Source: an optimization exercise on an open RTL-to-GDS flow (aim: small area, a short achievable clock period and few clock cycles). Production flows keep margins and buffers that such runs may drop. Where RTL was checked, it was by simulation tests only, not by an equivalence proof against the original.

## nickel
Design cordicMagPh, start of the top module:
module cordicMagPh
   #(parameter integer N        = 13,  
     parameter integer XY_WIDTH = 18)  
    (input  wire                           clk,
     input  wire                           reset,    
     input  wire                           st,       
     input  wire signed [XY_WIDTH - 1 : 0] xin,      
     input  wire signed [XY_WIDTH - 1 : 0] yin,      
     output reg                            rdy,      
     output wire        [XY_WIDTH - 1 : 0] mag,      
     output wire signed [XY_WIDTH + 1 : 0] ph);
==> flow/config.mk <==
export PLATFORM = sky130hd
export DESIGN_NAME = cordicMagPh
export DESIGN_NICKNAME = cordicMagPh
export VERILOG_FILES = /design/flow/design.v
export SDC_FILE = /design/flow/constraint.sdc
export NUM_CORES = 4
export LEC_CHECK = 0
export CAP_MARGIN = 20
export CORE_MARGIN = 2
export CORE_UTILIZATION = 40
export SLEW_MARGIN = 20
==> flow/constraint.sdc <==
create_clock -name core_clock -period 8.0 [get_ports {clk}]
set_input_delay 1.6000 -clock core_clock [delete_from_list [all_inputs] [get_ports {clk}]]
set_output_delay 1.6000 -clock core_clock [all_outputs]
set_load 0.01 [all_outputs]
run.sh (not shown) runs the stock make flow with config.mk's settings and CLKGATE_MAP_FILE= SYNTH_SCRIPT=/design/flow/synth_recipe.tcl, a recipe that flattens the netlist after the stock synthesis.
nickel reached the end of the flow, and the finished layout is clean on the timing, design-rule and antenna checks.
For yarrow, these inputs were changed with respect to nickel:
Settings: putting ABC_CLOCK_PERIOD_IN_PS at 5000 where nothing was set; putting SETUP_SLACK_MARGIN at 3.0 where nothing was set.
## What came out
Diff nickel -> yarrow: slew at the pin closest to its max-slew limit now smaller; cell count along the critical path saw an increase. yarrow did not stop at any stage, and its layout met the timing, design-rule and antenna checks. Re proportion of cell area occupied by registers: yarrow is 0.88 points down on nickel. Core utilization: yarrow higher than nickel. Compared with nickel, yarrow shows a higher count of buffers added by post-CTS timing repair for setup. The hold slack of yarrow was superior to that of nickel. [diff] total wire length, yarrow relative to nickel: regression.
The following lists how pepper was set up differently from yarrow:
Settings: clearing ABC_CLOCK_PERIOD_IN_PS, which used to be 5000.
[summary]
Re final cycle utilization of the critical path: no difference whatsoever between pepper and yarrow. Reported for yarrow and pepper, setup slack turned out identical to the last digit. Between pepper and yarrow, the cell area after synthesis does not differ in any meaningful way. Re width of the die: no difference whatsoever between pepper and yarrow. Flip-flop and latch count came out exactly the same in yarrow and pepper. pepper -> yarrow: post-synthesis xor/xnor area fraction delta 0, exact match. Number of setup buffers added after CTS: pepper vs yarrow identical.
Function was not checked in any run of this note: the RTL went through the layout flow alone.


Another version of the RTL of cordicMagPh (not shown whole).
For scale: roughly 2300 cells after synthesis, ~66 flip-flops, about 78 I/O pins, roughly 12000 sq um of cells after synthesis.
Design cordicMagPh, start of the top module:
module cordicMagPh
   #(parameter integer N        = 13,  
     parameter integer XY_WIDTH = 18)  
    (input  wire                           clk,
     input  wire                           reset,    
     input  wire                           st,       
     input  wire signed [XY_WIDTH - 1 : 0] xin,      
     input  wire signed [XY_WIDTH - 1 : 0] yin,      
     output reg                            rdy,      
     output wire        [XY_WIDTH - 1 : 0] mag,      
     output wire signed [XY_WIDTH + 1 : 0] ph);
clock: 8.0 ns
lec_check: 0
abc_area: 1
cap_margin: 20
core_margin: 2
core_utilization: 55
cts_buf_list: sky130_fd_sc_hd__clkbuf_4 sky130_fd_sc_hd__clkbuf_8
setup_slack_margin: 3.85
slew_margin: 20
standard.sh (not shown) runs the stock make flow with config.mk's settings and CLKGATE_MAP_FILE= SYNTH_SCRIPT=/design/flow/synth_recipe.tcl, a recipe that flattens the netlist after the stock synthesis.
==> flow/flow/run.sh <==
#!/bin/bash
# The standard layout, with one change to synthesis: no adder cells are
# extracted (ADDER_MAP_FILE empty), so ABC maps the adders and carry-save
# trees from plain gates. Registers are mapped as in the standard synthesis.
set -euo pipefail
bash standard.sh ADDER_MAP_FILE= synth > synth.log 2>&1
bash standard.sh > layout.log 2>&1
Testbench counts at the start, summed over its fixed seeds: cycles 192,000.
==> next run, changes <==
==> flow/run.sh (new file) <==
#!/bin/bash
# synth_recipe.tcl (not shown) runs the flow's synth.tcl, then flattens the netlist and writes it again
# the make line also repeats each setting of config.mk as NAME=value (left out here)
make -C /OpenROAD-flow-scripts/flow DESIGN_CONFIG=/design/flow/config.mk WORK_HOME=/design/flow/orfs CLKGATE_MAP_FILE= SYNTH_SCRIPT=/design/flow/synth_recipe.tcl finish
--- a/flow/config.mk
+++ b/flow/config.mk
@@ -10,5 +10,4 @@
 export CORE_MARGIN = 2
-export CORE_UTILIZATION = 55
-export CTS_BUF_LIST = sky130_fd_sc_hd__clkbuf_4 sky130_fd_sc_hd__clkbuf_8
-export SETUP_SLACK_MARGIN = 3.85
+export CORE_UTILIZATION = 40
+export SETUP_SLACK_MARGIN = 3.0
 export SLEW_MARGIN = 20
removed: flow/flow/run.sh
removed: flow/standard.sh
Outcome: The new run went through all stages and came out clean; routed wire length came out lower by 11%; setup slack gets worse by 0.91 ns; sequential cell count stays the same; synthesized area decreases by 4.0%; global-route usage came out lower by 11 points; cell count came out lower by 20%.
==> next run, changes <==
==> flow/flow/run.sh (new file) <==
#!/bin/bash
# The standard layout, with one change to synthesis: no adder cells are
# extracted (ADDER_MAP_FILE empty), so ABC maps the adders and carry-save
# trees from plain gates. Registers are mapped as in the standard synthesis.
set -euo pipefail
bash standard.sh ADDER_MAP_FILE= synth > synth.log 2>&1
bash standard.sh > layout.log 2>&1
==> flow/standard.sh (new file) <==
#!/bin/bash
# synth_recipe.tcl (not shown) runs the flow's synth.tcl, then flattens the netlist and writes it again
# the make line also repeats each setting of config.mk as NAME=value (left out here)
make -C /OpenROAD-flow-scripts/flow DESIGN_CONFIG=/design/flow/config.mk WORK_HOME=/design/flow/orfs CLKGATE_MAP_FILE= SYNTH_SCRIPT=/design/flow/synth_recipe.tcl "${@:-finish}"
--- a/flow/config.mk
+++ b/flow/config.mk
@@ -11,3 +11,3 @@
 export CORE_UTILIZATION = 40
-export SETUP_SLACK_MARGIN = 3.0
+export SETUP_SLACK_MARGIN = 3.85
 export SLEW_MARGIN = 20
removed: flow/run.sh
=> Setup slack improves by 0.84 ns. Clock skew shrinks by 0.0037 ns. Final cell count came out higher by a quarter to a third. Die area goes up by a few percent. Cell area decreases by a few percent. Synthesized area grows by a few percent. Via count rose by a quarter to a third. Sequential share of layout area goes up by 0.26 points. Register-to-register slack gains 1.1 ns.


Starting RTL as in the previous note.
Settings: LEC_CHECK=0, ABC_AREA=1, CAP_MARGIN=20, CORE_MARGIN=2, CORE_UTILIZATION=40, SETUP_SLACK_MARGIN=3.5, SLEW_MARGIN=20; clock period 8.0 ns.
==> flow/flow/run.sh <==
#!/bin/bash
# The standard layout, with one change to synthesis: no adder cells are
# extracted (ADDER_MAP_FILE empty), so ABC maps the adders and carry-save
# trees from plain gates. Registers are mapped as in the standard synthesis.
set -euo pipefail
bash standard.sh ADDER_MAP_FILE= synth > synth.log 2>&1
bash standard.sh > layout.log 2>&1
Testbench counts at the start, summed over its fixed seeds: cycles 192,000.
==> next run, changes <==
ABC_AREA = not set   (was 1)
SETUP_SLACK_MARGIN = 3.0   (was 3.5)
After rerunning: Design area came out higher by 22%; final cell count is lower by 5.7%; synthesized cell count falls by 7.3%; sequential share of layout area falls by 1.6 points; worst setup slack degrades by 0.64 ns; count of clock-buffer cells in the layout fell by 2.
==> next run, changes <==
==> flow/run.sh (new file) <==
#!/bin/bash
# synth_recipe.tcl (not shown) runs the flow's synth.tcl, then flattens the netlist and writes it again
# the make line also repeats each setting of config.mk as NAME=value (left out here)
make -C /OpenROAD-flow-scripts/flow DESIGN_CONFIG=/design/flow/config.mk WORK_HOME=/design/flow/orfs CLKGATE_MAP_FILE= SYNTH_SCRIPT=/design/flow/synth_recipe.tcl finish
ABC_AREA = 1   (was not set)
SETUP_SLACK_MARGIN = 2.5   (was 3.0)
removed: flow/flow/run.sh
removed: flow/standard.sh
Cell count is lower by 21%. Clock-buffer cell count is unchanged. Synthesized area decreases by 19%. Cell area went down by 18%. Setup slack is worse by 0.40 ns.


Setup of exp/willow:
cordicMagPh again, from the RTL that the note above started with.
Settings: LEC_CHECK=0, ABC_AREA=1, CAP_MARGIN=20, CORE_MARGIN=2, CORE_UTILIZATION=55, CTS_BUF_LIST=sky130_fd_sc_hd__clkbuf_4 sky130_fd_sc_hd__clkbuf_8, SETUP_SLACK_MARGIN=3.85, SLEW_MARGIN=20; clock period 8.0 ns.
==> flow/flow/run.sh <==
#!/bin/bash
# The standard layout with two changes:
#  * synthesis extracts no adder cells (ADDER_MAP_FILE empty), so ABC maps the
#    adders and carry-save trees from plain gates; registers are mapped exactly
#    as in the standard synthesis
#  * the port buffers are sky130_fd_sc_hd__buf_1 (the placer's repair still
#    resizes them where timing needs it); every port keeps its buffer
set -euo pipefail
bash standard.sh ADDER_MAP_FILE= synth > synth.log 2>&1
bash standard.sh "BUFFER_PORTS_ARGS=-buffer_cell sky130_fd_sc_hd__buf_1" > layout.log 2>&1
Testbench counts of exp/willow, summed over its fixed seeds: cycles 192,000.
For exp/raven, these inputs were changed with respect to exp/willow:
==> flow/flow/run.sh <==
#!/bin/bash
# The standard layout, with one change to synthesis: no adder cells are
# extracted (ADDER_MAP_FILE empty), so ABC maps the adders and carry-save
# trees from plain gates. Registers are mapped as in the standard synthesis.
set -euo pipefail
bash standard.sh ADDER_MAP_FILE= synth > synth.log 2>&1
bash standard.sh > layout.log 2>&1
-- flow/config.mk --
<<< exp/willow, line 10
export CORE_MARGIN = 2
export CORE_UTILIZATION = 55
export CTS_BUF_LIST = sky130_fd_sc_hd__clkbuf_4 sky130_fd_sc_hd__clkbuf_8
export SETUP_SLACK_MARGIN = 3.85
export SLEW_MARGIN = 20
>>> exp/raven, line 10
export CORE_MARGIN = 2
export CORE_UTILIZATION = 60
export CTS_BUF_LIST = sky130_fd_sc_hd__clkbuf_4 sky130_fd_sc_hd__clkbuf_8
export SETUP_SLACK_MARGIN = 4.05
export SLEW_MARGIN = 20
[summary]
- Going from exp/willow to exp/raven, routed wire length grew slightly.
- Taking exp/willow as the reference, in exp/raven placed wire-length estimate after detailed placement saw a decrease; detailed-routed wire length on met2 saw an increase; chip width saw a decrease.
- Compared exp/raven vs exp/willow, and end-of-flow core utilization is up in exp/raven.
- exp/raven falls short of exp/willow in register-to-register slack.
- Cmp exp/raven and exp/willow / last weighted congestion value of the routability-driven placer / lower: exp/willow
--- input diff exp/raven..exp/amber ---
-- flow/config.mk --
<<< exp/raven, line 10
export CORE_MARGIN = 2
export CORE_UTILIZATION = 60
export CTS_BUF_LIST = sky130_fd_sc_hd__clkbuf_4 sky130_fd_sc_hd__clkbuf_8
export SETUP_SLACK_MARGIN = 4.05
export SLEW_MARGIN = 20
>>> exp/amber, line 10
export CORE_MARGIN = 2
export CORE_UTILIZATION = 40
export SETUP_SLACK_MARGIN = 4.2
export SLEW_MARGIN = 20
Notes after the runs:
Of the two values seen for launch point of the worst path, yin[1] was produced by exp/amber and st by exp/raven. Delta (exp/amber minus exp/raven): total setup buffers inserted after CTS moved up; portion of the layout cell area used by clock cells now larger. Going from exp/raven to exp/amber, the routing usage on met2 was found to have gone down by 17 points. Taking exp/raven as the reference, in exp/amber worst path setup slack after routing increased 0.056 ns; setup clock skew after layout shrank by 0.0083 ns.
Inputs modified between exp/amber and exp/onyx:
-- flow/config.mk --
<<< exp/amber, line 11
export CORE_UTILIZATION = 40
export SETUP_SLACK_MARGIN = 4.2
export SLEW_MARGIN = 20
>>> exp/onyx, line 11
export CORE_UTILIZATION = 40
export SETUP_SLACK_MARGIN = 3.0
export SLEW_MARGIN = 20
==> comparison <==
- exp/onyx: full flow OK, the timing, design-rule and antenna checks passed
- Changes observed in exp/onyx relative to exp/amber: biggest cell delay along the critical path fell by 0.03 ns; required time at the endpoint of the critical path essentially unchanged; path length in cells of the critical path grew by 5.
### exp/onyx -> exp/harbor
-- flow/config.mk --
<<< exp/onyx, line 10
export CORE_MARGIN = 2
export CORE_UTILIZATION = 40
export SETUP_SLACK_MARGIN = 3.0
export SLEW_MARGIN = 20
>>> exp/harbor, line 10
export CORE_MARGIN = 2
export CORE_UTILIZATION = 55
export SETUP_SLACK_MARGIN = 3.85
export SLEW_MARGIN = 20
Diff exp/onyx -> exp/harbor | wire length of the first global-routing pass | decrease of 0.49%. exp/harbor improves on exp/onyx in worst path setup slack after routing. Sort exp/harbor and exp/onyx by core area, ascending, and exp/harbor comes first. Area added between synthesis and finish (higher): exp/harbor. Against exp/onyx, half-perimeter wire length of the detailed placement result in exp/harbor fell by a few percent. Going from exp/onyx to exp/harbor, count of mapped cells out of synthesis neither gained nor lost much, worst-case reg-to-reg path depth picked up an extra about 7%, worst-margin pin slew lost 0.19 ns.

## afterwards: timing with drivers on the ports
The results above use ideal ports. As a check the final layouts listed here were re-extracted and re-timed, cells and wires unchanged.
Step 1, drivers: a clkbuf_16 drives clk and a buf_2 each remaining input, both assumed.
Step 2 adds t to the input delays and takes it off the output delays; t is the mean of the earliest and latest rising clock arrival at the registers after step 1. Input paths then give back, and output paths get back, about the clock's delay inside the block.
Three values: ideal, step 1, step 2; two values: the first two.
run | shift t [ns] | slack for setup (ns) | worst setup path after step 2
nickel | 0.400 | 1.467 / 1.467 / 1.467 | register to register
yarrow | 0.400 | 2.706 / 2.706 / 2.706 | register to register
pepper | 0.400 | 2.706 / 2.706 / 2.706 | register to register
the first run of note 2 | 0.419 | 4.034 / 3.988 / 3.662 | input to register
the second run of note 2 | 0.400 | 3.121 / 3.112 / 2.711 | input to register
the third run of note 2 | 0.406 | 3.959 / 3.909 / 3.670 | input to register
the first run of note 3 | 0.408 | 3.735 / 3.685 / 3.362 | input to register
the second run of note 3 | 0.397 | 3.094 / 3.074 / 2.677 | input to register
the third run of note 3 | 0.400 | 2.696 / 2.696 / 2.407 | input to register
exp/willow | 0.433 | 4.070 / 4.071 / 3.638 | input to register
exp/raven | 0.415 | 4.142 / 4.114 / 3.748 | input to register
exp/amber | 0.398 | 4.198 / 4.149 / 3.751 | input to register
exp/onyx | 0.403 | 3.401 / 3.427 / 3.023 | input to register
exp/harbor | 0.398 | 3.998 / 3.947 / 3.671 | input to register
After both steps setup and hold are still met in every run listed. The setup slack of exp/amber, which loses most, moves by -0.049 ns with the drivers and by -0.447 ns with both steps.
